Context: an optimization exercise on an open-source flow, tuned for small area and a short achievable clock period. The choices shown serve that exercise and are no tape-out recipe. No run shown here included a check of the RTL's function; only the layout flow was run. Power is estimated from default activity; no workload was simulated.

[design/flow/constraint.sdc]
create_clock -name core_clock -period 9.0 [get_ports {clk}]
set_input_delay 1.8000 -clock core_clock [delete_from_list [all_inputs] [get_ports {clk}]]
set_output_delay 1.8000 -clock core_clock [all_outputs]
set_load 0.01 [all_outputs]
[design/flow/flow/run.sh]
#!/bin/bash
# Own layout flow: the standard flow (standard.sh, standard synthesis
# unchanged) with two changes to how the layout is made:
#  - port buffers are sky130_fd_sc_hd__buf_2 (timing repair resizes them),
#  - timing repair may change a cell's footprint in every step.
set -euo pipefail
export SETUP_SLACK_MARGIN=5
export BUFFER_PORTS_ARGS="-buffer_cell sky130_fd_sc_hd__buf_2"
sed 's|"\${@:-finish}"|MATCH_CELL_FOOTPRINT=0 "${@:-finish}"|' standard.sh > standard_own.sh
grep -q 'MATCH_CELL_FOOTPRINT=0' standard_own.sh
bash standard_own.sh > standard_flow.log 2>&1
[design/flow/config.mk]
export PLATFORM = sky130hd
export DESIGN_NAME = RF_ALU
export DESIGN_NICKNAME = RF_ALU
export VERILOG_FILES = /design/flow/design.v
export SDC_FILE = /design/flow/constraint.sdc
export NUM_CORES = 8
export LEC_CHECK = 0
export CAP_MARGIN = 20
export CORE_MARGIN = 2
export CORE_UTILIZATION = 40
export CTS_CLUSTER_DIAMETER = 80
export CTS_CLUSTER_SIZE = 24
export SLEW_MARGIN = 20
export SYNTH_HIERARCHICAL = 1
[design/flow/design.v]
module RF_ALU (input clk,
               input RegSet,
               input RegWrite,
               input [3:0] ALU_control,
               input [31:0] instr,
               input [31:0] Writedata,
               output reg [31:0] rd1,
               output reg [31:0] rd2,
               output [31:0] ALU_result,
               output Zero);
wire [4:0] rs1 = instr[19:15];
wire [4:0] rs2 = instr[24:20];
wire [4:0] rd  = instr[11:7];
reg        pend_v;
reg        pend_alu;
reg [4:0]  pend_rd;
reg [31:0] pend_wd;
reg [31:0] regs [1:31];
wire [31:0] wdata = pend_alu ? ALU_result : pend_wd;
wire [31:0] stale;         
assign stale[0] = 1'b0;
wire [32*32-1:0] rows;     
assign rows[31:0] = wdata;
genvar r, k;
generate
    for (r = 1; r < 32; r = r + 1) begin : row
        wire we   = pend_v && (pend_rd == r);
        wire hold = !we;
        wire [31:0] d;
        assign stale[r] = we;
        assign rows[32*r +: 32] = regs[r];
        for (k = 0; k < 32; k = k + 1) begin : bt
            g_ao22 wc (.a1(regs[r][k]), .a2(hold), .b1(wdata[k]), .b2(we), .y(d[k]));
        end
        always @(posedge clk) regs[r] <= d;
    end
endgenerate
wire [31:0] sel1l, sel1h, sel2l, sel2h;
rf_dec d1l (.rs(rs1), .stale(stale), .pv(pend_v), .prd(pend_rd), .sel(sel1l));
rf_dec d1h (.rs(rs1), .stale(stale), .pv(pend_v), .prd(pend_rd), .sel(sel1h));
rf_dec d2l (.rs(rs2), .stale(stale), .pv(pend_v), .prd(pend_rd), .sel(sel2l));
rf_dec d2h (.rs(rs2), .stale(stale), .pv(pend_v), .prd(pend_rd), .sel(sel2h));
wire [31:0] a, b;
generate
    for (k = 0; k < 32; k = k + 1) begin : rdbit
        wire [31:0] col;
        for (r = 0; r < 32; r = r + 1) begin : c
            assign col[r] = rows[32*r + k];
        end
        rf_mux32 m1 (.sel(k < 16 ? sel1l : sel1h), .d(col), .q(a[k]));
        rf_mux32 m2 (.sel(k < 16 ? sel2l : sel2h), .d(col), .q(b[k]));
    end
endgenerate
wire op_and   = (ALU_control == 4'b0000);
wire op_or    = (ALU_control == 4'b0001);
wire op_sub   = (ALU_control == 4'b0110);
wire op_arith = (ALU_control == 4'b0010) || op_sub;
wire [31:0] aa, g0n, t0n;
generate
    for (k = 0; k < 32; k = k + 1) begin : pg
        g_xor2  x (.a(a[k]), .b(op_sub), .y(aa[k]));
        g_nand3 g (.a(aa[k]), .b(b[k]), .c(op_arith), .y(g0n[k]));
        g_nor2  t (.a(aa[k]), .b(b[k]), .y(t0n[k]));
    end
endgenerate
reg [31:0] alu_p;    
reg [31:0] alu_g;    
reg [31:2] alu_t;    
wire l1g_1;
wire l1g_2;
wire l1t_2;
wire l1g_3;
wire l1t_3;
wire l1g_4;
wire l1t_4;
wire l1g_5;
wire l1t_5;
wire l1g_6;
wire l1t_6;
wire l1g_7;
wire l1t_7;
wire l1g_8;
wire l1t_8;
wire l1g_9;
wire l1t_9;
wire l1g_10;
wire l1t_10;
wire l1g_11;
wire l1t_11;
wire l1g_12;
wire l1t_12;
wire l1g_13;
wire l1t_13;
wire l1g_14;
wire l1t_14;
wire l1g_15;
wire l1t_15;
wire l1g_16;
wire l1t_16;
wire l1g_17;
wire l1t_17;
wire l1g_18;
wire l1t_18;
wire l1g_19;
wire l1t_19;
wire l1g_20;
wire l1t_20;
wire l1g_21;
wire l1t_21;
wire l1g_22;
wire l1t_22;
wire l1g_23;
wire l1t_23;
wire l1g_24;
wire l1t_24;
wire l1g_25;
wire l1t_25;
wire l1g_26;
wire l1t_26;
wire l1g_27;
wire l1t_27;
wire l1g_28;
wire l1t_28;
wire l1g_29;
wire l1t_29;
wire l1g_30;
wire l1t_30;
wire l1g_31;
wire l1t_31;
wire n_alu_g_0;
wire l2g_2;
wire l2g_3;
wire l2g_4;
wire l2t_4;
wire l2g_5;
wire l2t_5;
wire l2g_6;
wire l2t_6;
wire l2g_7;
wire l2t_7;
wire l2g_8;
wire l2t_8;
wire l2g_9;
wire l2t_9;
wire l2g_10;
wire l2t_10;
wire l2g_11;
wire l2t_11;
wire l2g_12;
wire l2t_12;
wire l2g_13;
wire l2t_13;
wire l2g_14;
wire l2t_14;
wire l2g_15;
wire l2t_15;
wire l2g_16;
wire l2t_16;
wire l2g_17;
wire l2t_17;
wire l2g_18;
wire l2t_18;
wire l2g_19;
wire l2t_19;
wire l2g_20;
wire l2t_20;
wire l2g_21;
wire l2t_21;
wire l2g_22;
wire l2t_22;
wire l2g_23;
wire l2t_23;
wire l2g_24;
wire l2t_24;
wire l2g_25;
wire l2t_25;
wire l2g_26;
wire l2t_26;
wire l2g_27;
wire l2t_27;
wire l2g_28;
wire l2t_28;
wire l2g_29;
wire l2t_29;
wire l2g_30;
wire l2t_30;
wire l2g_31;
wire l2t_31;
wire l3g_4;
wire n_alu_g_1;
wire l3g_5;
wire l3g_6;
wire l3g_7;
wire l3g_8;
wire l3t_8;
wire l3g_9;
wire l3t_9;
wire l3g_10;
wire l3t_10;
wire l3g_11;
wire l3t_11;
wire l3g_12;
wire l3t_12;
wire l3g_13;
wire l3t_13;
wire l3g_14;
wire l3t_14;
wire l3g_15;
wire l3t_15;
wire l3g_16;
wire l3t_16;
wire l3g_17;
wire l3t_17;
wire l3g_18;
wire l3t_18;
wire l3g_19;
wire l3t_19;
wire l3g_20;
wire l3t_20;
wire l3g_21;
wire l3t_21;
wire l3g_22;
wire l3t_22;
wire l3g_23;
wire l3t_23;
wire l3g_24;
wire l3t_24;
wire l3g_25;
wire l3t_25;
wire l3g_26;
wire l3t_26;
wire l3g_27;
wire l3t_27;
wire l3g_28;
wire l3t_28;
wire l3g_29;
wire l3t_29;
wire l3g_30;
wire l3t_30;
wire l3g_31;
wire l3t_31;
wire l4g_8;
wire l4g_9;
wire n_l2g_2;
wire l4g_10;
wire n_l2g_3;
wire l4g_11;
wire l4g_12;
wire l4g_13;
wire l4g_14;
wire l4g_15;
wire l4g_16;
wire l4t_16;
wire l4g_17;
wire l4t_17;
wire l4g_18;
wire l4t_18;
wire l4g_19;
wire l4t_19;
wire l4g_20;
wire l4t_20;
wire l4g_21;
wire l4t_21;
wire l4g_22;
wire l4t_22;
wire l4g_23;
wire l4t_23;
wire l4g_24;
wire l4t_24;
wire l4g_25;
wire l4t_25;
wire l4g_26;
wire l4t_26;
wire l4g_27;
wire l4t_27;
wire l4g_28;
wire l4t_28;
wire l4g_29;
wire l4t_29;
wire l4g_30;
wire l4t_30;
wire l4g_31;
wire l4t_31;
wire l5g_16;
wire l5g_17;
wire l5g_18;
wire l5g_19;
wire n_l3g_4;
wire l5g_20;
wire n_l3g_5;
wire l5g_21;
wire n_l3g_6;
wire l5g_22;
wire n_l3g_7;
wire l5g_23;
wire l5g_24;
wire l5g_25;
wire l5g_26;
wire l5g_27;
wire l5g_28;
wire l5g_29;
wire l5g_30;
wire l5g_31;
g_oai21 p0g1 (.a1(t0n[1]), .a2(g0n[0]), .b1(g0n[1]), .y(l1g_1));
g_oai21 p0g2 (.a1(t0n[2]), .a2(g0n[1]), .b1(g0n[2]), .y(l1g_2));
g_nor2 p0t2 (.a(t0n[2]), .b(t0n[1]), .y(l1t_2));
g_oai21 p0g3 (.a1(t0n[3]), .a2(g0n[2]), .b1(g0n[3]), .y(l1g_3));
g_nor2 p0t3 (.a(t0n[3]), .b(t0n[2]), .y(l1t_3));
g_oai21 p0g4 (.a1(t0n[4]), .a2(g0n[3]), .b1(g0n[4]), .y(l1g_4));
g_nor2 p0t4 (.a(t0n[4]), .b(t0n[3]), .y(l1t_4));
g_oai21 p0g5 (.a1(t0n[5]), .a2(g0n[4]), .b1(g0n[5]), .y(l1g_5));
g_nor2 p0t5 (.a(t0n[5]), .b(t0n[4]), .y(l1t_5));
g_oai21 p0g6 (.a1(t0n[6]), .a2(g0n[5]), .b1(g0n[6]), .y(l1g_6));
g_nor2 p0t6 (.a(t0n[6]), .b(t0n[5]), .y(l1t_6));
g_oai21 p0g7 (.a1(t0n[7]), .a2(g0n[6]), .b1(g0n[7]), .y(l1g_7));
g_nor2 p0t7 (.a(t0n[7]), .b(t0n[6]), .y(l1t_7));
g_oai21 p0g8 (.a1(t0n[8]), .a2(g0n[7]), .b1(g0n[8]), .y(l1g_8));
g_nor2 p0t8 (.a(t0n[8]), .b(t0n[7]), .y(l1t_8));
g_oai21 p0g9 (.a1(t0n[9]), .a2(g0n[8]), .b1(g0n[9]), .y(l1g_9));
g_nor2 p0t9 (.a(t0n[9]), .b(t0n[8]), .y(l1t_9));
g_oai21 p0g10 (.a1(t0n[10]), .a2(g0n[9]), .b1(g0n[10]), .y(l1g_10));
g_nor2 p0t10 (.a(t0n[10]), .b(t0n[9]), .y(l1t_10));
g_oai21 p0g11 (.a1(t0n[11]), .a2(g0n[10]), .b1(g0n[11]), .y(l1g_11));
g_nor2 p0t11 (.a(t0n[11]), .b(t0n[10]), .y(l1t_11));
g_oai21 p0g12 (.a1(t0n[12]), .a2(g0n[11]), .b1(g0n[12]), .y(l1g_12));
g_nor2 p0t12 (.a(t0n[12]), .b(t0n[11]), .y(l1t_12));
g_oai21 p0g13 (.a1(t0n[13]), .a2(g0n[12]), .b1(g0n[13]), .y(l1g_13));
g_nor2 p0t13 (.a(t0n[13]), .b(t0n[12]), .y(l1t_13));
g_oai21 p0g14 (.a1(t0n[14]), .a2(g0n[13]), .b1(g0n[14]), .y(l1g_14));
g_nor2 p0t14 (.a(t0n[14]), .b(t0n[13]), .y(l1t_14));
g_oai21 p0g15 (.a1(t0n[15]), .a2(g0n[14]), .b1(g0n[15]), .y(l1g_15));
g_nor2 p0t15 (.a(t0n[15]), .b(t0n[14]), .y(l1t_15));
g_oai21 p0g16 (.a1(t0n[16]), .a2(g0n[15]), .b1(g0n[16]), .y(l1g_16));
g_nor2 p0t16 (.a(t0n[16]), .b(t0n[15]), .y(l1t_16));
g_oai21 p0g17 (.a1(t0n[17]), .a2(g0n[16]), .b1(g0n[17]), .y(l1g_17));
g_nor2 p0t17 (.a(t0n[17]), .b(t0n[16]), .y(l1t_17));
g_oai21 p0g18 (.a1(t0n[18]), .a2(g0n[17]), .b1(g0n[18]), .y(l1g_18));
g_nor2 p0t18 (.a(t0n[18]), .b(t0n[17]), .y(l1t_18));
g_oai21 p0g19 (.a1(t0n[19]), .a2(g0n[18]), .b1(g0n[19]), .y(l1g_19));
g_nor2 p0t19 (.a(t0n[19]), .b(t0n[18]), .y(l1t_19));
g_oai21 p0g20 (.a1(t0n[20]), .a2(g0n[19]), .b1(g0n[20]), .y(l1g_20));
g_nor2 p0t20 (.a(t0n[20]), .b(t0n[19]), .y(l1t_20));
g_oai21 p0g21 (.a1(t0n[21]), .a2(g0n[20]), .b1(g0n[21]), .y(l1g_21));
g_nor2 p0t21 (.a(t0n[21]), .b(t0n[20]), .y(l1t_21));
g_oai21 p0g22 (.a1(t0n[22]), .a2(g0n[21]), .b1(g0n[22]), .y(l1g_22));
g_nor2 p0t22 (.a(t0n[22]), .b(t0n[21]), .y(l1t_22));
g_oai21 p0g23 (.a1(t0n[23]), .a2(g0n[22]), .b1(g0n[23]), .y(l1g_23));
g_nor2 p0t23 (.a(t0n[23]), .b(t0n[22]), .y(l1t_23));
g_oai21 p0g24 (.a1(t0n[24]), .a2(g0n[23]), .b1(g0n[24]), .y(l1g_24));
g_nor2 p0t24 (.a(t0n[24]), .b(t0n[23]), .y(l1t_24));
g_oai21 p0g25 (.a1(t0n[25]), .a2(g0n[24]), .b1(g0n[25]), .y(l1g_25));
g_nor2 p0t25 (.a(t0n[25]), .b(t0n[24]), .y(l1t_25));
g_oai21 p0g26 (.a1(t0n[26]), .a2(g0n[25]), .b1(g0n[26]), .y(l1g_26));
g_nor2 p0t26 (.a(t0n[26]), .b(t0n[25]), .y(l1t_26));
g_oai21 p0g27 (.a1(t0n[27]), .a2(g0n[26]), .b1(g0n[27]), .y(l1g_27));
g_nor2 p0t27 (.a(t0n[27]), .b(t0n[26]), .y(l1t_27));
g_oai21 p0g28 (.a1(t0n[28]), .a2(g0n[27]), .b1(g0n[28]), .y(l1g_28));
g_nor2 p0t28 (.a(t0n[28]), .b(t0n[27]), .y(l1t_28));
g_oai21 p0g29 (.a1(t0n[29]), .a2(g0n[28]), .b1(g0n[29]), .y(l1g_29));
g_nor2 p0t29 (.a(t0n[29]), .b(t0n[28]), .y(l1t_29));
g_oai21 p0g30 (.a1(t0n[30]), .a2(g0n[29]), .b1(g0n[30]), .y(l1g_30));
g_nor2 p0t30 (.a(t0n[30]), .b(t0n[29]), .y(l1t_30));
g_oai21 p0g31 (.a1(t0n[31]), .a2(g0n[30]), .b1(g0n[31]), .y(l1g_31));
g_nor2 p0t31 (.a(t0n[31]), .b(t0n[30]), .y(l1t_31));
g_inv i_n_alu_g_0 (.a(alu_g[0]), .y(n_alu_g_0));
g_aoi21 p1g2 (.a1(alu_t[2]), .a2(n_alu_g_0), .b1(alu_g[2]), .y(l2g_2));
g_aoi21 p1g3 (.a1(alu_t[3]), .a2(alu_g[1]), .b1(alu_g[3]), .y(l2g_3));
g_aoi21 p1g4 (.a1(alu_t[4]), .a2(alu_g[2]), .b1(alu_g[4]), .y(l2g_4));
g_nand2 p1t4 (.a(alu_t[4]), .b(alu_t[2]), .y(l2t_4));
g_aoi21 p1g5 (.a1(alu_t[5]), .a2(alu_g[3]), .b1(alu_g[5]), .y(l2g_5));
g_nand2 p1t5 (.a(alu_t[5]), .b(alu_t[3]), .y(l2t_5));
g_aoi21 p1g6 (.a1(alu_t[6]), .a2(alu_g[4]), .b1(alu_g[6]), .y(l2g_6));
g_nand2 p1t6 (.a(alu_t[6]), .b(alu_t[4]), .y(l2t_6));
g_aoi21 p1g7 (.a1(alu_t[7]), .a2(alu_g[5]), .b1(alu_g[7]), .y(l2g_7));
g_nand2 p1t7 (.a(alu_t[7]), .b(alu_t[5]), .y(l2t_7));
g_aoi21 p1g8 (.a1(alu_t[8]), .a2(alu_g[6]), .b1(alu_g[8]), .y(l2g_8));
g_nand2 p1t8 (.a(alu_t[8]), .b(alu_t[6]), .y(l2t_8));
g_aoi21 p1g9 (.a1(alu_t[9]), .a2(alu_g[7]), .b1(alu_g[9]), .y(l2g_9));
g_nand2 p1t9 (.a(alu_t[9]), .b(alu_t[7]), .y(l2t_9));
g_aoi21 p1g10 (.a1(alu_t[10]), .a2(alu_g[8]), .b1(alu_g[10]), .y(l2g_10));
g_nand2 p1t10 (.a(alu_t[10]), .b(alu_t[8]), .y(l2t_10));
g_aoi21 p1g11 (.a1(alu_t[11]), .a2(alu_g[9]), .b1(alu_g[11]), .y(l2g_11));
g_nand2 p1t11 (.a(alu_t[11]), .b(alu_t[9]), .y(l2t_11));
g_aoi21 p1g12 (.a1(alu_t[12]), .a2(alu_g[10]), .b1(alu_g[12]), .y(l2g_12));
g_nand2 p1t12 (.a(alu_t[12]), .b(alu_t[10]), .y(l2t_12));
g_aoi21 p1g13 (.a1(alu_t[13]), .a2(alu_g[11]), .b1(alu_g[13]), .y(l2g_13));
g_nand2 p1t13 (.a(alu_t[13]), .b(alu_t[11]), .y(l2t_13));
g_aoi21 p1g14 (.a1(alu_t[14]), .a2(alu_g[12]), .b1(alu_g[14]), .y(l2g_14));
g_nand2 p1t14 (.a(alu_t[14]), .b(alu_t[12]), .y(l2t_14));
g_aoi21 p1g15 (.a1(alu_t[15]), .a2(alu_g[13]), .b1(alu_g[15]), .y(l2g_15));
g_nand2 p1t15 (.a(alu_t[15]), .b(alu_t[13]), .y(l2t_15));
g_aoi21 p1g16 (.a1(alu_t[16]), .a2(alu_g[14]), .b1(alu_g[16]), .y(l2g_16));
g_nand2 p1t16 (.a(alu_t[16]), .b(alu_t[14]), .y(l2t_16));
g_aoi21 p1g17 (.a1(alu_t[17]), .a2(alu_g[15]), .b1(alu_g[17]), .y(l2g_17));
g_nand2 p1t17 (.a(alu_t[17]), .b(alu_t[15]), .y(l2t_17));
g_aoi21 p1g18 (.a1(alu_t[18]), .a2(alu_g[16]), .b1(alu_g[18]), .y(l2g_18));
g_nand2 p1t18 (.a(alu_t[18]), .b(alu_t[16]), .y(l2t_18));
g_aoi21 p1g19 (.a1(alu_t[19]), .a2(alu_g[17]), .b1(alu_g[19]), .y(l2g_19));
g_nand2 p1t19 (.a(alu_t[19]), .b(alu_t[17]), .y(l2t_19));
g_aoi21 p1g20 (.a1(alu_t[20]), .a2(alu_g[18]), .b1(alu_g[20]), .y(l2g_20));
g_nand2 p1t20 (.a(alu_t[20]), .b(alu_t[18]), .y(l2t_20));
g_aoi21 p1g21 (.a1(alu_t[21]), .a2(alu_g[19]), .b1(alu_g[21]), .y(l2g_21));
g_nand2 p1t21 (.a(alu_t[21]), .b(alu_t[19]), .y(l2t_21));
g_aoi21 p1g22 (.a1(alu_t[22]), .a2(alu_g[20]), .b1(alu_g[22]), .y(l2g_22));
g_nand2 p1t22 (.a(alu_t[22]), .b(alu_t[20]), .y(l2t_22));
g_aoi21 p1g23 (.a1(alu_t[23]), .a2(alu_g[21]), .b1(alu_g[23]), .y(l2g_23));
g_nand2 p1t23 (.a(alu_t[23]), .b(alu_t[21]), .y(l2t_23));
g_aoi21 p1g24 (.a1(alu_t[24]), .a2(alu_g[22]), .b1(alu_g[24]), .y(l2g_24));
g_nand2 p1t24 (.a(alu_t[24]), .b(alu_t[22]), .y(l2t_24));
g_aoi21 p1g25 (.a1(alu_t[25]), .a2(alu_g[23]), .b1(alu_g[25]), .y(l2g_25));
g_nand2 p1t25 (.a(alu_t[25]), .b(alu_t[23]), .y(l2t_25));
g_aoi21 p1g26 (.a1(alu_t[26]), .a2(alu_g[24]), .b1(alu_g[26]), .y(l2g_26));
g_nand2 p1t26 (.a(alu_t[26]), .b(alu_t[24]), .y(l2t_26));
g_aoi21 p1g27 (.a1(alu_t[27]), .a2(alu_g[25]), .b1(alu_g[27]), .y(l2g_27));
g_nand2 p1t27 (.a(alu_t[27]), .b(alu_t[25]), .y(l2t_27));
g_aoi21 p1g28 (.a1(alu_t[28]), .a2(alu_g[26]), .b1(alu_g[28]), .y(l2g_28));
g_nand2 p1t28 (.a(alu_t[28]), .b(alu_t[26]), .y(l2t_28));
g_aoi21 p1g29 (.a1(alu_t[29]), .a2(alu_g[27]), .b1(alu_g[29]), .y(l2g_29));
g_nand2 p1t29 (.a(alu_t[29]), .b(alu_t[27]), .y(l2t_29));
g_aoi21 p1g30 (.a1(alu_t[30]), .a2(alu_g[28]), .b1(alu_g[30]), .y(l2g_30));
g_nand2 p1t30 (.a(alu_t[30]), .b(alu_t[28]), .y(l2t_30));
g_aoi21 p1g31 (.a1(alu_t[31]), .a2(alu_g[29]), .b1(alu_g[31]), .y(l2g_31));
g_nand2 p1t31 (.a(alu_t[31]), .b(alu_t[29]), .y(l2t_31));
g_oai21 p2g4 (.a1(l2t_4), .a2(alu_g[0]), .b1(l2g_4), .y(l3g_4));
g_inv i_n_alu_g_1 (.a(alu_g[1]), .y(n_alu_g_1));
g_oai21 p2g5 (.a1(l2t_5), .a2(n_alu_g_1), .b1(l2g_5), .y(l3g_5));
g_oai21 p2g6 (.a1(l2t_6), .a2(l2g_2), .b1(l2g_6), .y(l3g_6));
g_oai21 p2g7 (.a1(l2t_7), .a2(l2g_3), .b1(l2g_7), .y(l3g_7));
g_oai21 p2g8 (.a1(l2t_8), .a2(l2g_4), .b1(l2g_8), .y(l3g_8));
g_nor2 p2t8 (.a(l2t_8), .b(l2t_4), .y(l3t_8));
g_oai21 p2g9 (.a1(l2t_9), .a2(l2g_5), .b1(l2g_9), .y(l3g_9));
g_nor2 p2t9 (.a(l2t_9), .b(l2t_5), .y(l3t_9));
g_oai21 p2g10 (.a1(l2t_10), .a2(l2g_6), .b1(l2g_10), .y(l3g_10));
g_nor2 p2t10 (.a(l2t_10), .b(l2t_6), .y(l3t_10));
g_oai21 p2g11 (.a1(l2t_11), .a2(l2g_7), .b1(l2g_11), .y(l3g_11));
g_nor2 p2t11 (.a(l2t_11), .b(l2t_7), .y(l3t_11));
g_oai21 p2g12 (.a1(l2t_12), .a2(l2g_8), .b1(l2g_12), .y(l3g_12));
g_nor2 p2t12 (.a(l2t_12), .b(l2t_8), .y(l3t_12));
g_oai21 p2g13 (.a1(l2t_13), .a2(l2g_9), .b1(l2g_13), .y(l3g_13));
g_nor2 p2t13 (.a(l2t_13), .b(l2t_9), .y(l3t_13));
g_oai21 p2g14 (.a1(l2t_14), .a2(l2g_10), .b1(l2g_14), .y(l3g_14));
g_nor2 p2t14 (.a(l2t_14), .b(l2t_10), .y(l3t_14));
g_oai21 p2g15 (.a1(l2t_15), .a2(l2g_11), .b1(l2g_15), .y(l3g_15));
g_nor2 p2t15 (.a(l2t_15), .b(l2t_11), .y(l3t_15));
g_oai21 p2g16 (.a1(l2t_16), .a2(l2g_12), .b1(l2g_16), .y(l3g_16));
g_nor2 p2t16 (.a(l2t_16), .b(l2t_12), .y(l3t_16));
g_oai21 p2g17 (.a1(l2t_17), .a2(l2g_13), .b1(l2g_17), .y(l3g_17));
g_nor2 p2t17 (.a(l2t_17), .b(l2t_13), .y(l3t_17));
g_oai21 p2g18 (.a1(l2t_18), .a2(l2g_14), .b1(l2g_18), .y(l3g_18));
g_nor2 p2t18 (.a(l2t_18), .b(l2t_14), .y(l3t_18));
g_oai21 p2g19 (.a1(l2t_19), .a2(l2g_15), .b1(l2g_19), .y(l3g_19));
g_nor2 p2t19 (.a(l2t_19), .b(l2t_15), .y(l3t_19));
g_oai21 p2g20 (.a1(l2t_20), .a2(l2g_16), .b1(l2g_20), .y(l3g_20));
g_nor2 p2t20 (.a(l2t_20), .b(l2t_16), .y(l3t_20));
g_oai21 p2g21 (.a1(l2t_21), .a2(l2g_17), .b1(l2g_21), .y(l3g_21));
g_nor2 p2t21 (.a(l2t_21), .b(l2t_17), .y(l3t_21));
g_oai21 p2g22 (.a1(l2t_22), .a2(l2g_18), .b1(l2g_22), .y(l3g_22));
g_nor2 p2t22 (.a(l2t_22), .b(l2t_18), .y(l3t_22));
g_oai21 p2g23 (.a1(l2t_23), .a2(l2g_19), .b1(l2g_23), .y(l3g_23));
g_nor2 p2t23 (.a(l2t_23), .b(l2t_19), .y(l3t_23));
g_oai21 p2g24 (.a1(l2t_24), .a2(l2g_20), .b1(l2g_24), .y(l3g_24));
g_nor2 p2t24 (.a(l2t_24), .b(l2t_20), .y(l3t_24));
g_oai21 p2g25 (.a1(l2t_25), .a2(l2g_21), .b1(l2g_25), .y(l3g_25));
g_nor2 p2t25 (.a(l2t_25), .b(l2t_21), .y(l3t_25));
g_oai21 p2g26 (.a1(l2t_26), .a2(l2g_22), .b1(l2g_26), .y(l3g_26));
g_nor2 p2t26 (.a(l2t_26), .b(l2t_22), .y(l3t_26));
g_oai21 p2g27 (.a1(l2t_27), .a2(l2g_23), .b1(l2g_27), .y(l3g_27));
g_nor2 p2t27 (.a(l2t_27), .b(l2t_23), .y(l3t_27));
g_oai21 p2g28 (.a1(l2t_28), .a2(l2g_24), .b1(l2g_28), .y(l3g_28));
g_nor2 p2t28 (.a(l2t_28), .b(l2t_24), .y(l3t_28));
g_oai21 p2g29 (.a1(l2t_29), .a2(l2g_25), .b1(l2g_29), .y(l3g_29));
g_nor2 p2t29 (.a(l2t_29), .b(l2t_25), .y(l3t_29));
g_oai21 p2g30 (.a1(l2t_30), .a2(l2g_26), .b1(l2g_30), .y(l3g_30));
g_nor2 p2t30 (.a(l2t_30), .b(l2t_26), .y(l3t_30));
g_oai21 p2g31 (.a1(l2t_31), .a2(l2g_27), .b1(l2g_31), .y(l3g_31));
g_nor2 p2t31 (.a(l2t_31), .b(l2t_27), .y(l3t_31));
g_aoi21 p3g8 (.a1(l3t_8), .a2(n_alu_g_0), .b1(l3g_8), .y(l4g_8));
g_aoi21 p3g9 (.a1(l3t_9), .a2(alu_g[1]), .b1(l3g_9), .y(l4g_9));
g_inv i_n_l2g_2 (.a(l2g_2), .y(n_l2g_2));
g_aoi21 p3g10 (.a1(l3t_10), .a2(n_l2g_2), .b1(l3g_10), .y(l4g_10));
g_inv i_n_l2g_3 (.a(l2g_3), .y(n_l2g_3));
g_aoi21 p3g11 (.a1(l3t_11), .a2(n_l2g_3), .b1(l3g_11), .y(l4g_11));
g_aoi21 p3g12 (.a1(l3t_12), .a2(l3g_4), .b1(l3g_12), .y(l4g_12));
g_aoi21 p3g13 (.a1(l3t_13), .a2(l3g_5), .b1(l3g_13), .y(l4g_13));
g_aoi21 p3g14 (.a1(l3t_14), .a2(l3g_6), .b1(l3g_14), .y(l4g_14));
g_aoi21 p3g15 (.a1(l3t_15), .a2(l3g_7), .b1(l3g_15), .y(l4g_15));
g_aoi21 p3g16 (.a1(l3t_16), .a2(l3g_8), .b1(l3g_16), .y(l4g_16));
g_nand2 p3t16 (.a(l3t_16), .b(l3t_8), .y(l4t_16));
g_aoi21 p3g17 (.a1(l3t_17), .a2(l3g_9), .b1(l3g_17), .y(l4g_17));
g_nand2 p3t17 (.a(l3t_17), .b(l3t_9), .y(l4t_17));
g_aoi21 p3g18 (.a1(l3t_18), .a2(l3g_10), .b1(l3g_18), .y(l4g_18));
g_nand2 p3t18 (.a(l3t_18), .b(l3t_10), .y(l4t_18));
g_aoi21 p3g19 (.a1(l3t_19), .a2(l3g_11), .b1(l3g_19), .y(l4g_19));
g_nand2 p3t19 (.a(l3t_19), .b(l3t_11), .y(l4t_19));
g_aoi21 p3g20 (.a1(l3t_20), .a2(l3g_12), .b1(l3g_20), .y(l4g_20));
g_nand2 p3t20 (.a(l3t_20), .b(l3t_12), .y(l4t_20));
g_aoi21 p3g21 (.a1(l3t_21), .a2(l3g_13), .b1(l3g_21), .y(l4g_21));
g_nand2 p3t21 (.a(l3t_21), .b(l3t_13), .y(l4t_21));
g_aoi21 p3g22 (.a1(l3t_22), .a2(l3g_14), .b1(l3g_22), .y(l4g_22));
g_nand2 p3t22 (.a(l3t_22), .b(l3t_14), .y(l4t_22));
g_aoi21 p3g23 (.a1(l3t_23), .a2(l3g_15), .b1(l3g_23), .y(l4g_23));
g_nand2 p3t23 (.a(l3t_23), .b(l3t_15), .y(l4t_23));
g_aoi21 p3g24 (.a1(l3t_24), .a2(l3g_16), .b1(l3g_24), .y(l4g_24));
g_nand2 p3t24 (.a(l3t_24), .b(l3t_16), .y(l4t_24));
g_aoi21 p3g25 (.a1(l3t_25), .a2(l3g_17), .b1(l3g_25), .y(l4g_25));
g_nand2 p3t25 (.a(l3t_25), .b(l3t_17), .y(l4t_25));
g_aoi21 p3g26 (.a1(l3t_26), .a2(l3g_18), .b1(l3g_26), .y(l4g_26));
g_nand2 p3t26 (.a(l3t_26), .b(l3t_18), .y(l4t_26));
g_aoi21 p3g27 (.a1(l3t_27), .a2(l3g_19), .b1(l3g_27), .y(l4g_27));
g_nand2 p3t27 (.a(l3t_27), .b(l3t_19), .y(l4t_27));
g_aoi21 p3g28 (.a1(l3t_28), .a2(l3g_20), .b1(l3g_28), .y(l4g_28));
g_nand2 p3t28 (.a(l3t_28), .b(l3t_20), .y(l4t_28));
g_aoi21 p3g29 (.a1(l3t_29), .a2(l3g_21), .b1(l3g_29), .y(l4g_29));
g_nand2 p3t29 (.a(l3t_29), .b(l3t_21), .y(l4t_29));
g_aoi21 p3g30 (.a1(l3t_30), .a2(l3g_22), .b1(l3g_30), .y(l4g_30));
g_nand2 p3t30 (.a(l3t_30), .b(l3t_22), .y(l4t_30));
g_aoi21 p3g31 (.a1(l3t_31), .a2(l3g_23), .b1(l3g_31), .y(l4g_31));
g_nand2 p3t31 (.a(l3t_31), .b(l3t_23), .y(l4t_31));
g_oai21 p4g16 (.a1(l4t_16), .a2(alu_g[0]), .b1(l4g_16), .y(l5g_16));
g_oai21 p4g17 (.a1(l4t_17), .a2(n_alu_g_1), .b1(l4g_17), .y(l5g_17));
g_oai21 p4g18 (.a1(l4t_18), .a2(l2g_2), .b1(l4g_18), .y(l5g_18));
g_oai21 p4g19 (.a1(l4t_19), .a2(l2g_3), .b1(l4g_19), .y(l5g_19));
g_inv i_n_l3g_4 (.a(l3g_4), .y(n_l3g_4));
g_oai21 p4g20 (.a1(l4t_20), .a2(n_l3g_4), .b1(l4g_20), .y(l5g_20));
g_inv i_n_l3g_5 (.a(l3g_5), .y(n_l3g_5));
g_oai21 p4g21 (.a1(l4t_21), .a2(n_l3g_5), .b1(l4g_21), .y(l5g_21));
g_inv i_n_l3g_6 (.a(l3g_6), .y(n_l3g_6));
g_oai21 p4g22 (.a1(l4t_22), .a2(n_l3g_6), .b1(l4g_22), .y(l5g_22));
g_inv i_n_l3g_7 (.a(l3g_7), .y(n_l3g_7));
g_oai21 p4g23 (.a1(l4t_23), .a2(n_l3g_7), .b1(l4g_23), .y(l5g_23));
g_oai21 p4g24 (.a1(l4t_24), .a2(l4g_8), .b1(l4g_24), .y(l5g_24));
g_oai21 p4g25 (.a1(l4t_25), .a2(l4g_9), .b1(l4g_25), .y(l5g_25));
g_oai21 p4g26 (.a1(l4t_26), .a2(l4g_10), .b1(l4g_26), .y(l5g_26));
g_oai21 p4g27 (.a1(l4t_27), .a2(l4g_11), .b1(l4g_27), .y(l5g_27));
g_oai21 p4g28 (.a1(l4t_28), .a2(l4g_12), .b1(l4g_28), .y(l5g_28));
g_oai21 p4g29 (.a1(l4t_29), .a2(l4g_13), .b1(l4g_29), .y(l5g_29));
g_oai21 p4g30 (.a1(l4t_30), .a2(l4g_14), .b1(l4g_30), .y(l5g_30));
g_oai21 p4g31 (.a1(l4t_31), .a2(l4g_15), .b1(l4g_31), .y(l5g_31));
reg [1:0] nzq;
g_nor2 zr (.a(nzq[0]), .b(nzq[1]), .y(Zero));
wire [31:0] ab_x;
wire [15:0] ab_o1;
wire [7:0] ab_o2;
wire [3:0] ab_o3;
wire ne_lo, ne_hi;
generate
    for (k = 0; k < 32; k = k + 1) begin : zx
        g_xor2 x (.a(a[k]), .b(b[k]), .y(ab_x[k]));
    end
    for (k = 0; k < 16; k = k + 1) begin : z1
        g_nor2 o (.a(ab_x[2*k]), .b(ab_x[2*k+1]), .y(ab_o1[k]));
    end
    for (k = 0; k < 8; k = k + 1) begin : z2
        g_nand2 o (.a(ab_o1[2*k]), .b(ab_o1[2*k+1]), .y(ab_o2[k]));
    end
    for (k = 0; k < 4; k = k + 1) begin : z3
        g_nor2 o (.a(ab_o2[2*k]), .b(ab_o2[2*k+1]), .y(ab_o3[k]));
    end
endgenerate
g_nand2 z4l (.a(ab_o3[0]), .b(ab_o3[1]), .y(ne_lo));
g_nand2 z4h (.a(ab_o3[2]), .b(ab_o3[3]), .y(ne_hi));
wire sp_x = op_arith || op_or;
wire sp_t = op_and || op_or;
wire sp_h = !(op_arith || op_and || op_or);
wire [31:0] alu_pd;
generate
    for (k = 0; k < 32; k = k + 1) begin : pn
        wire x, tn;
        g_xor2 x0 (.a(a[k]), .b(b[k]), .y(x));
        g_nand2 t0 (.a(a[k]), .b(b[k]), .y(tn));
        g_psel s (.x(x), .tn(tn), .r(ALU_result[k]), .sx(sp_x), .st(sp_t), .sh(sp_h), .y(alu_pd[k]));
    end
endgenerate
assign ALU_result[0] = alu_p[0];
g_xnor2 s1 (.a(alu_p[1]), .b(alu_g[0]), .y(ALU_result[1]));
g_xor2 s2 (.a(alu_p[2]), .b(alu_g[1]), .y(ALU_result[2]));
g_xnor2 s3 (.a(alu_p[3]), .b(l2g_2), .y(ALU_result[3]));
g_xnor2 s4 (.a(alu_p[4]), .b(l2g_3), .y(ALU_result[4]));
g_xor2 s5 (.a(alu_p[5]), .b(l3g_4), .y(ALU_result[5]));
g_xor2 s6 (.a(alu_p[6]), .b(l3g_5), .y(ALU_result[6]));
g_xor2 s7 (.a(alu_p[7]), .b(l3g_6), .y(ALU_result[7]));
g_xor2 s8 (.a(alu_p[8]), .b(l3g_7), .y(ALU_result[8]));
g_xnor2 s9 (.a(alu_p[9]), .b(l4g_8), .y(ALU_result[9]));
g_xnor2 s10 (.a(alu_p[10]), .b(l4g_9), .y(ALU_result[10]));
g_xnor2 s11 (.a(alu_p[11]), .b(l4g_10), .y(ALU_result[11]));
g_xnor2 s12 (.a(alu_p[12]), .b(l4g_11), .y(ALU_result[12]));
g_xnor2 s13 (.a(alu_p[13]), .b(l4g_12), .y(ALU_result[13]));
g_xnor2 s14 (.a(alu_p[14]), .b(l4g_13), .y(ALU_result[14]));
g_xnor2 s15 (.a(alu_p[15]), .b(l4g_14), .y(ALU_result[15]));
g_xnor2 s16 (.a(alu_p[16]), .b(l4g_15), .y(ALU_result[16]));
g_xor2 s17 (.a(alu_p[17]), .b(l5g_16), .y(ALU_result[17]));
g_xor2 s18 (.a(alu_p[18]), .b(l5g_17), .y(ALU_result[18]));
g_xor2 s19 (.a(alu_p[19]), .b(l5g_18), .y(ALU_result[19]));
g_xor2 s20 (.a(alu_p[20]), .b(l5g_19), .y(ALU_result[20]));
g_xor2 s21 (.a(alu_p[21]), .b(l5g_20), .y(ALU_result[21]));
g_xor2 s22 (.a(alu_p[22]), .b(l5g_21), .y(ALU_result[22]));
g_xor2 s23 (.a(alu_p[23]), .b(l5g_22), .y(ALU_result[23]));
g_xor2 s24 (.a(alu_p[24]), .b(l5g_23), .y(ALU_result[24]));
g_xor2 s25 (.a(alu_p[25]), .b(l5g_24), .y(ALU_result[25]));
g_xor2 s26 (.a(alu_p[26]), .b(l5g_25), .y(ALU_result[26]));
g_xor2 s27 (.a(alu_p[27]), .b(l5g_26), .y(ALU_result[27]));
g_xor2 s28 (.a(alu_p[28]), .b(l5g_27), .y(ALU_result[28]));
g_xor2 s29 (.a(alu_p[29]), .b(l5g_28), .y(ALU_result[29]));
g_xor2 s30 (.a(alu_p[30]), .b(l5g_29), .y(ALU_result[30]));
g_xor2 s31 (.a(alu_p[31]), .b(l5g_30), .y(ALU_result[31]));
always @(posedge clk) begin
    rd1 <= a;
    rd2 <= b;
    nzq <= {ne_hi, ne_lo};
    alu_p <= alu_pd;
    alu_g[0] <= g0n[0];
    alu_g[1] <= l1g_1;
    alu_g[2] <= l1g_2;
    alu_g[3] <= l1g_3;
    alu_g[4] <= l1g_4;
    alu_g[5] <= l1g_5;
    alu_g[6] <= l1g_6;
    alu_g[7] <= l1g_7;
    alu_g[8] <= l1g_8;
    alu_g[9] <= l1g_9;
    alu_g[10] <= l1g_10;
    alu_g[11] <= l1g_11;
    alu_g[12] <= l1g_12;
    alu_g[13] <= l1g_13;
    alu_g[14] <= l1g_14;
    alu_g[15] <= l1g_15;
    alu_g[16] <= l1g_16;
    alu_g[17] <= l1g_17;
    alu_g[18] <= l1g_18;
    alu_g[19] <= l1g_19;
    alu_g[20] <= l1g_20;
    alu_g[21] <= l1g_21;
    alu_g[22] <= l1g_22;
    alu_g[23] <= l1g_23;
    alu_g[24] <= l1g_24;
    alu_g[25] <= l1g_25;
    alu_g[26] <= l1g_26;
    alu_g[27] <= l1g_27;
    alu_g[28] <= l1g_28;
    alu_g[29] <= l1g_29;
    alu_g[30] <= l1g_30;
    alu_g[31] <= l1g_31;
    alu_t[2] <= l1t_2;
    alu_t[3] <= l1t_3;
    alu_t[4] <= l1t_4;
    alu_t[5] <= l1t_5;
    alu_t[6] <= l1t_6;
    alu_t[7] <= l1t_7;
    alu_t[8] <= l1t_8;
    alu_t[9] <= l1t_9;
    alu_t[10] <= l1t_10;
    alu_t[11] <= l1t_11;
    alu_t[12] <= l1t_12;
    alu_t[13] <= l1t_13;
    alu_t[14] <= l1t_14;
    alu_t[15] <= l1t_15;
    alu_t[16] <= l1t_16;
    alu_t[17] <= l1t_17;
    alu_t[18] <= l1t_18;
    alu_t[19] <= l1t_19;
    alu_t[20] <= l1t_20;
    alu_t[21] <= l1t_21;
    alu_t[22] <= l1t_22;
    alu_t[23] <= l1t_23;
    alu_t[24] <= l1t_24;
    alu_t[25] <= l1t_25;
    alu_t[26] <= l1t_26;
    alu_t[27] <= l1t_27;
    alu_t[28] <= l1t_28;
    alu_t[29] <= l1t_29;
    alu_t[30] <= l1t_30;
    alu_t[31] <= l1t_31;
    pend_v   <= (RegWrite || RegSet) && (rd != 5'd0);
    pend_alu <= RegWrite;
    pend_rd  <= rd;
    pend_wd  <= Writedata;
end
endmodule
module rf_dec (input [4:0] rs, input [31:0] stale, input pv, input [4:0] prd,
               output reg [31:0] sel);
integer j;
always @* begin
    sel[0] = pv && (rs == prd) && (rs != 5'd0);
    for (j = 1; j < 32; j = j + 1)
        sel[j] = (rs == j) && !stale[j];
end
endmodule
module g_psel (input x, input tn, input r, input sx, input st, input sh, output y);
assign y = (x & sx) | (~tn & st) | (r & sh);
endmodule
module rf_mux32 (input [31:0] sel, input [31:0] d, output q);
wire [3:0] u;
wire [1:0] v;
genvar j;
generate
    for (j = 0; j < 4; j = j + 1) begin : l1
        rf_mux8 x (.sel(sel[8*j +: 8]), .d(d[8*j +: 8]), .y(u[j]));
    end
endgenerate
g_nor2 v0 (.a(u[0]), .b(u[1]), .y(v[0]));
g_nor2 v1 (.a(u[2]), .b(u[3]), .y(v[1]));
g_nand2 o (.a(v[0]), .b(v[1]), .y(q));
endmodule
module rf_mux8 (input [7:0] sel, input [7:0] d, output y);
assign y = |(sel & d);
endmodule
module g_ao22 (input a1, input a2, input b1, input b2, output y);
assign y = (a1 & a2) | (b1 & b2);
endmodule
module g_aoi21 (input a1, input a2, input b1, output y);
assign y = ~((a1 & a2) | b1);
endmodule
module g_oai21 (input a1, input a2, input b1, output y);
assign y = ~((a1 | a2) & b1);
endmodule
module g_nand4 (input a, input b, input c, input d, output y);
assign y = ~(a & b & c & d);
endmodule
module g_nand3 (input a, input b, input c, output y);
assign y = ~(a & b & c);
endmodule
module g_nand2 (input a, input b, output y);
assign y = ~(a & b);
endmodule
module g_nor2 (input a, input b, output y);
assign y = ~(a | b);
endmodule
module g_xor2 (input a, input b, output y);
assign y = a ^ b;
endmodule
module g_inv (input a, output y);
assign y = ~a;
endmodule
module g_xnor2 (input a, input b, output y);
assign y = ~(a ^ b);
endmodule
[design/flow/standard.sh]
#!/bin/bash
# synth_recipe.tcl (not shown) runs the flow's synth.tcl, then flattens the netlist and writes it again
# the make line also repeats each setting of config.mk as NAME=value (left out here)
make -C /OpenROAD-flow-scripts/flow DESIGN_CONFIG=/design/flow/config.mk WORK_HOME=/design/flow/orfs CLKGATE_MAP_FILE= SYNTH_SCRIPT=/design/flow/synth_recipe.tcl "${@:-finish}"
==> tab_implementation.tex, run 1 <==
\begin{tabular}{lr}
\hline
Metric & Value \\
\hline
\multicolumn{2}{l}{\textbf{Timing}} \\
\quad Accumulated negative setup slack & 0 ns \\
\quad Final period util & 0.461 \\
\quad Minimum clock period & 4.15 ns \\
\quad Final worst clock skew & 0.0290 ns \\
\quad Unrepaired setup endpoints after global routing & true \\
\quad Highest clock frequency the design can meet & 241 MHz \\
\quad Final hold vios & 0 \\
\quad Tightest Pin Transition & 1.20 ns \\
\quad Pins Over Slew Limit & 0 \\
\quad Finish-stage setup viols & 0 \\
\quad Max-slew headroom & 0.196 \\
\multicolumn{2}{l}{\textbf{Power and ir drop}} \\
\quad LEAKAGE & 21.1 nW \\
\quad Post-layout power & 14.7 mW \\
\quad Peak supply drop & 0.000245 V \\
\quad Power per Cell Area & 258 nW/um\^{}2 \\
\multicolumn{2}{l}{\textbf{Global route}} \\
\quad Number of antenna violations at the first check in global routing & 6 \\
\quad Number of global-route vias before repair & 42.1k \\
\quad Grt total ovfl & 0 \\
\quad Pin count of the biggest net entering global routing & 37 \\
\quad Global-route wire length before repair & 304,000 um \\
\quad Global-route total usage across every layer & 0.333 \\
\multicolumn{2}{l}{\textbf{Detailed routing}} \\
\quad Residual DRC count & 0 \\
\quad Final routed wirelength across all metal layers & 217,000 um \\
\quad Routed length per placed instance & 32.3 um \\
\quad Via count & 46.6k \\
\quad Via-to-Cell Ratio & 6.93 \\
\quad Number of DRC violations after detailed-routing iteration 0 & 7,617 \\
\quad Number of routed nets with antenna violations & 0 \\
\quad Number of iterations in the first detailed-routing pass & 10 \\
\multicolumn{2}{l}{\textbf{Placed design}} \\
\quad Placed wire-length estimate & 133,000 um \\
\quad RD Place Congestion & 1.01 \\
\quad Port-buffer cells & 150 \\
\multicolumn{2}{l}{\textbf{Worst setup path}} \\
\quad Largest stage delay on the critical path & 0.46 ns \\
\quad Critical Setup Path Class & input port to flip-flop \\
\quad Worst EP required & 9.59 ns \\
\quad Cell-by-cell trace of the critical path & clkbuf\_4 > nand3b\_1 > nor3\_2 > buf\_4 > a22oi\_1 > nand4\_1 > nor2\_1 > nand2\_2 > xor2\_1 > nor2\_1 > nand2\_1 > nor2\_1 > nand2\_1 \\
\quad Worst Setup Start Kind & input port \\
\quad Crit Path Max Fanout & 18 \\
\quad Cell repeated most along the worst path & sky130\_fd\_sc\_hd\_\_nor2\_1 \\
\quad Slowest CP cell & sky130\_fd\_sc\_hd\_\_nand3b\_1 \\
\quad Arrival time of data at the critical path endpoint & 4.74 ns \\
\quad Setup crit end kind & flip-flop \\
\multicolumn{2}{l}{\textbf{CTS}} \\
\quad Max Root-Sink Buffers & 3 \\
\quad Level count of the clock H-tree & 2 \\
\quad CTS Buf Count & 57 \\
\quad Clock Pin Slew Worst Setup and Hold Paths & 0.09 ns \\
\quad Latest clock arrival within the worst-skew pair & 0.72 ns \\
\quad Cts-stage hold buffer count & 0 \\
\quad Sink Count & 1,189 \\
\quad Clock tree from TritonCTS & built \\
\quad Clock Root Buffer & sky130\_fd\_sc\_hd\_\_clkbuf\_16 \\
\multicolumn{2}{l}{\textbf{Floorplanning}} \\
\quad Number of placement rows & 127 \\
\quad Boundary Pins & 168 \\
\quad Core Region & 120,000 sq um \\
\quad Vertical die dimension & 352 um \\
\quad Die outline area & 124,000 sq um \\
\quad Starting density of the core & 0.403 \\
\quad Die W & 352 um \\
\multicolumn{2}{l}{\textbf{Synthesis}} \\
\quad Area of the mapped netlist & 48,400 sq um \\
\quad Synthesized Nets & 4,676 \\
\quad Gate count of the mapped netlist & 4,605 \\
\quad Syn avg cell area & 10.5 sq um \\
\quad Number of warnings issued by yosys & 10 \\
\multicolumn{2}{l}{\textbf{Finish}} \\
\quad Share of cells above drive strength 1 & 0.207 \\
\quad \# nets final & 5,157 \\
\quad Final Core Density & 0.477 \\
\quad Area added between synthesis and finish & 18.2\% \\
\multicolumn{2}{l}{\textbf{Hold path}} \\
\quad Hold Crit Class & flip-flop to flip-flop \\
\multicolumn{2}{l}{\textbf{Outcome}} \\
\quad Outcome & finished clean \\
\multicolumn{2}{l}{\textbf{Flow run}} \\
\quad Max-Cap Viols & 0 \\
\hline
\end{tabular}
==> layout make-up <==
type,count,area [sq um]
Fill cell,11200,62800
Multi-Input combinational cell,3337,26200
Sequential cell,1189,23900
Timing Repair Buffer,461,3330
Tap cell,1612,2020
Clock buffer,66,1510
Inverter,40,155
Clock inverter,9,86.3
Antenna cell,7,17.5
==> sequential cells by signal, summed over array words and instances (netlist names) <==
signal    flops
alu_g        31
regs        992
pend_rd       5
alu_p        32
nzq           2
rd1          32
pend_v        1
pend_alu      1
pend_wd      32
rd2          32
alu_t        29
==> layout by cell type, fill, tap and decap left out, types with 5 or more instances in the layout <==
cell type and instances:
sky130_fd_sc_hd__mux2_2 30, sky130_fd_sc_hd__dfxtp_1 1152, sky130_fd_sc_hd__dfxtp_4 13, sky130_fd_sc_hd__nand2_2 76
sky130_fd_sc_hd__nand4_1 257, sky130_fd_sc_hd__a22oi_1 1056, sky130_fd_sc_hd__inv_1 34, sky130_fd_sc_hd__nor2_1 183
sky130_fd_sc_hd__a21oi_4 18, sky130_fd_sc_hd__xnor2_1 21, sky130_fd_sc_hd__diode_2 7, sky130_fd_sc_hd__buf_6 35
sky130_fd_sc_hd__nand3_1 39, sky130_fd_sc_hd__nand2b_2 10, sky130_fd_sc_hd__o21ai_4 23, sky130_fd_sc_hd__or3b_4 8
sky130_fd_sc_hd__nor2_4 51, sky130_fd_sc_hd__a22o_1 992, sky130_fd_sc_hd__xnor2_4 5, sky130_fd_sc_hd__clkbuf_8 6
sky130_fd_sc_hd__o21ai_1 74, sky130_fd_sc_hd__xor2_4 8, sky130_fd_sc_hd__dfxtp_2 24, sky130_fd_sc_hd__clkbuf_4 8
sky130_fd_sc_hd__nand3b_1 12, sky130_fd_sc_hd__a21oi_2 34, sky130_fd_sc_hd__xor2_1 97, sky130_fd_sc_hd__buf_2 129
sky130_fd_sc_hd__buf_4 283, sky130_fd_sc_hd__o21ai_2 11, sky130_fd_sc_hd__or2_2 5, sky130_fd_sc_hd__nand2_4 12
sky130_fd_sc_hd__clkbuf_16 57, sky130_fd_sc_hd__nand2_1 108, sky130_fd_sc_hd__nor2_2 38, sky130_fd_sc_hd__nor3_2 124
sky130_fd_sc_hd__xor2_2 10
==> metal layers <==
metal  track usage  up-vias  share of wire
met2         0.484     3305           0.42
met1         0.456    22900           0.40
met4         0.159        0          0.053
met5             0        -              0
met3        0.0894      475           0.13
li1              -    19900              -
==> worst max-delay path: cells and delay by family <==
kind                   cells  cell delay (ns)
AND/OR/NAND/NOR            9             1.95
buffers and inverters      2             0.50
AO/OA/AOI/OAI              1             0.24
XOR/XNOR                   1             0.21
==> what timing repair did <==
| action | 4_1_cts | 5_1_grt |
|---|---|---|
| buffers inserted | 59 | 42 |
| resized for setup | 224 | 114 |
| pin swaps | 71 | 53 |
| endpoints found under the setup margin | 180 | 101 |
==> through the flow <==
stage	hold slack (ns)	setup slack, ns	cells	cell area (sq um)
5_1_grt	0.535	4.88	6716	57200
3_3_place_gp	0.488	3.92	6538	53400
2_1_floorplan	0.472	4.88	4605	48600
4_1_cts	0.518	4.92	6672	56400
3_5_place_dp	0.495	3.89	6538	53400
6_report	0.520	4.85	6721	57200
==> power breakdown <==
part           total, mW  switching (mW)  leakage, nW  internal, mW
sequential          7.81            1.13         9.86          6.68
combinational       3.91            2.20         10.4          1.71
clock               3.03            1.80        0.783          1.22
==> worst paths after layout <==
check	startpoint	end	slack [ns]	cells after the start
min	regs[6][6]	regs[6][6]	0.52	1
min reg2reg	regs[6][6]	regs[6][6]	0.52	1
max reg2reg	alu_g[1]	nzq[1]	4.91	17
max	instr[20]	nzq[0]	4.85	13
==> inputs of run 2 (changes only) <==
==> design/flow/run.sh (new file) <==
#!/bin/bash
# synth_recipe.tcl (not shown) runs the flow's synth.tcl, then flattens the netlist and writes it again
# the make line also repeats each setting of config.mk as NAME=value (left out here)
make -C /OpenROAD-flow-scripts/flow DESIGN_CONFIG=/design/flow/config.mk WORK_HOME=/design/flow/orfs CLKGATE_MAP_FILE= SYNTH_SCRIPT=/design/flow/synth_recipe.tcl finish
--- a/design/flow/config.mk
+++ b/design/flow/config.mk
@@ -10,5 +10,6 @@
 export CORE_UTILIZATION = 40
 export CTS_CLUSTER_DIAMETER = 80
 export CTS_CLUSTER_SIZE = 24
+export SETUP_SLACK_MARGIN = 5
 export SLEW_MARGIN = 20
 export SYNTH_HIERARCHICAL = 1
removed: design/flow/flow/run.sh
removed: design/flow/standard.sh
==> run 2 against run 1 <==
Net effect: via count increased by 0.65%; global-route usage increased by 0.69 points; clock skew increased by 0.0037 ns; combinational power increased by 5.9%; sequential cell count unchanged; first-iteration DRC count decreased by 6.7%; still clean; critical endpoint is now ALU_result[28]; wire length increased by 2.2%; sequential power about the same; non-clock buffer count increased by 16.
==> tab_implementation.tex, run 2 <==
\begin{tabular}{lr}
\hline
Metric & Value \\
\hline
\multicolumn{2}{l}{\textbf{CTS}} \\
\quad Sink Count & 1,189 \\
\quad CTS Buf Count & 60 \\
\quad Clock Pin Slew Worst Setup and Hold Paths & 0.11 ns \\
\quad Latest clock arrival within the worst-skew pair & 0.74 ns \\
\quad Clock tree from TritonCTS & built \\
\quad Clock Root Buffer & sky130\_fd\_sc\_hd\_\_clkbuf\_16 \\
\quad Max Root-Sink Buffers & 3 \\
\quad Level count of the clock H-tree & 2 \\
\multicolumn{2}{l}{\textbf{Worst setup path}} \\
\quad Slowest CP cell & sky130\_fd\_sc\_hd\_\_dfxtp\_4 \\
\quad Arrival time of data at the critical path endpoint & 2.37 ns \\
\quad Worst EP required & 7.20 ns \\
\quad Cell-by-cell trace of the critical path & nand2\_4 > nor2\_2 > buf\_4 > a21oi\_4 > buf\_6 > o21ai\_4 > xor2\_2 > buf\_2 \\
\quad Kind of cell adding the most delay to the critical path & buffers and inverters \\
\quad Setup crit end kind & output port \\
\quad Crit Path Max Fanout & 3 \\
\quad Critical Setup Path Class & flip-flop to output port \\
\quad Bufs and invs on worst path & 3 \\
\quad Worst Setup Start Kind & flip-flop \\
\quad Largest stage delay on the critical path & 0.39 ns \\
\quad Worst-case register-to-register setup slack & 4.88 ns \\
\multicolumn{2}{l}{\textbf{Floorplanning}} \\
\quad Starting density of the core & 0.403 \\
\quad Die W & 352 um \\
\quad Boundary Pins & 168 \\
\quad Core Region & 120,000 sq um \\
\quad Die outline area & 124,000 sq um \\
\quad Number of placement rows & 127 \\
\quad Vertical die dimension & 352 um \\
\multicolumn{2}{l}{\textbf{Global route}} \\
\quad Pin count of the biggest net entering global routing & 37 \\
\quad Grt total ovfl & 0 \\
\quad Number of antenna violations at the first check in global routing & 8 \\
\quad Number of global-route vias before repair & 42.9k \\
\quad Global-route total usage across every layer & 0.340 \\
\quad Global-route wire length before repair & 309,000 um \\
\multicolumn{2}{l}{\textbf{Timing}} \\
\quad Pins Over Slew Limit & 0 \\
\quad Final worst clock skew & 0.0327 ns \\
\quad Finish-stage setup viols & 0 \\
\quad Tightest Pin Transition & 1.21 ns \\
\quad Unrepaired setup endpoints after global routing & true \\
\quad Final period util & 0.464 \\
\quad Accumulated negative setup slack & 0 ns \\
\quad Max-slew headroom & 0.188 \\
\quad Final hold vios & 0 \\
\quad Minimum clock period & 4.17 ns \\
\quad Highest clock frequency the design can meet & 240 MHz \\
\multicolumn{2}{l}{\textbf{Finish}} \\
\quad Largest register by flop count & regs \\
\quad Final std cells w/o fill & 6,739 \\
\quad Highest-count cells in the layout ignoring fill and taps & 1,151 x sky130\_fd\_sc\_hd\_\_dfxtp\_1, 1,054 x sky130\_fd\_sc\_hd\_\_a22oi\_1, 992 x sky130\_fd\_sc\_hd\_\_a22o\_1 \\
\quad Number of inserted filler cells in the final layout & 11.0k \\
\quad \# nets final & 5,176 \\
\quad Storage cell area & 23,900 sq um \\
\quad Largest register FFs & 992 \\
\quad Most frequent standard cell in the layout excluding fill and tap cells & sky130\_fd\_sc\_hd\_\_dfxtp\_1 \\
\quad Multi-input gate area & 26,900 sq um \\
\quad Area added between synthesis and finish & 21.9\% \\
\quad Share of cells above drive strength 1 & 0.203 \\
\multicolumn{2}{l}{\textbf{Power and ir drop}} \\
\quad Power per Cell Area & 257 nW/um\^{}2 \\
\quad Clk network pwr share & 0.210 \\
\quad Part of the power in registers & 0.517 \\
\quad Comb pwr share & 0.273 \\
\quad Peak supply drop & 0.000179 V \\
\quad LEAKAGE & 21.4 nW \\
\quad Switching pwr & 5.29 mW \\
\quad Switching part of the total & 0.349 \\
\quad Cell internal power dissipation & 9.85 mW \\
\multicolumn{2}{l}{\textbf{Detailed routing}} \\
\quad Number of routed nets with antenna violations & 0 \\
\quad Number of DRC violations after detailed-routing iteration 0 & 7,107 \\
\quad Final routed wirelength across all metal layers & 222,000 um \\
\quad Residual DRC count & 0 \\
\quad Via count & 46.9k \\
\quad Number of iterations in the first detailed-routing pass & 6 \\
\quad Routed length per placed instance & 32.9 um \\
\quad Via-to-Cell Ratio & 6.96 \\
\multicolumn{2}{l}{\textbf{Placed design}} \\
\quad Port-buffer cells & 150 \\
\quad RD Place Congestion & 0.983 \\
\quad Placed wire-length estimate & 133,000 um \\
\quad Cell Count Post-Placement & 6,526 \\
\multicolumn{2}{l}{\textbf{Synthesis}} \\
\quad Syn avg cell area & 10.5 sq um \\
\quad Synthesized Nets & 4,676 \\
\quad Number of warnings issued by yosys & 10 \\
\quad Area of the mapped netlist & 48,400 sq um \\
\quad Gate count of the mapped netlist & 4,605 \\
\multicolumn{2}{l}{\textbf{Outcome}} \\
\quad Outcome & finished clean \\
\multicolumn{2}{l}{\textbf{Flow run}} \\
\quad Max-Cap Viols & 0 \\
\multicolumn{2}{l}{\textbf{Hold path}} \\
\quad Hold Crit Class & flip-flop to flip-flop \\
\hline
\end{tabular}
==> run 2: final cells by class <==
cell class | count | area share
repair buffers | 477 | 0.0731
multi-input cells | 3337 | 0.455
well taps | 1612 | 0.0342
clock inverters | 14 | 0.00257
flip-flops and latches | 1189 | 0.405
diodes | 2 | 0.0000848
clock buffers | 68 | 0.0273
inverters | 40 | 0.00267
==> run 2: per-stage QoR <==
stage               area, sq um  hold WS [ns]  total power [mW]   util  setup WS (ns)
floorplan                 48600         0.472              9.89      -           4.88
global placement          54100         0.489              11.4  0.451           3.11
detailed placement        54100         0.495              11.5  0.451           3.10
CTS                       57900         0.518              14.8  0.482           4.78
global route              59000         0.532              15.6  0.492           4.81
finish                    59000         0.519              15.1  0.492           4.83
==> run 2: per-layer routing <==
layer / track usage / routed length (um)
met1: 0.455 / 88600
met2: 0.500 / 93900
met3: 0.0938 / 27400
met4: 0.174 / 11700
met5: 0 / 61
==> run 2: power by group through the flow <==
stage	registers, mW	logic [mW]	clock network [mW]
finish	7.83	4.14	3.18
global route	7.98	4.31	3.36
CTS	7.75	3.87	3.19
detailed placement	7.78	3.70	0
global placement	7.74	3.64	0
floorplan	7.57	2.32	0
==> run 2: final timing paths <==
path,from,endpoint,cells past startpoint
max,alu_t[9],ALU_result[28],8
min,regs[5][18],regs[5][18],1
max reg2reg,pend_rd[0],nzq[1],14
min reg2reg,regs[5][18],regs[5][18],1
==> run 2: what timing repair did <==
action / in CTS / in global routing
cloned: 0 / 1
resized for setup: 411 / 234
setup buffers: 84 / 44
setup endpoints to repair: 184 / 120
pin swaps: 70 / 97
hold buffers: 0 / 0
==> run 2: worst reg2reg max path, delay by kind of cell, from the launching register on <==
| family | cells | cell delay, ns |
|---|---|---|
| and+or+nand+nor | 10 | 2.16 |
| AOI/OAI and AO/OA | 1 | 0.18 |
| buffers and inverters | 2 | 0.79 |
| DFF | 1 | 0.68 |
| xor gates and xnor gates | 1 | 0.20 |

[afterwards: timing with drivers on the ports]
The flow's constraints put no driver on any port. The routed layouts listed below were extracted and timed again, unchanged, in two steps.
Step 1, drivers: a clkbuf_16 drives clk and a buf_2 each remaining input, both assumed.
Step 2, shift: input delay + t, output delay - t, t = (earliest + latest rising clock arrival at the registers) / 2. This alone moves slack from input paths to output paths.
a / b / c = no drivers / after step 1 / after step 2; a / b = the first two.
| run | t, ns | setup slack, ns | worst setup path at the end | latest minus earliest clock arrival (ns) | worst data-port slew with drivers (ns) |
|---|---|---|---|---|---|
| run 1 | 0.788 | 4.851 / 4.793 / 4.033 | input to register | 0.031 / 0.031 | 0.13 |
| run 2 | 0.795 | 4.828 / 4.756 / 4.113 | input to register | 0.035 / 0.035 | 0.14 |
After both steps setup and hold are still met in every run listed. For run 1, which loses most, drivers alone change the setup slack by -0.058 ns; drivers and shift together by -0.818 ns.
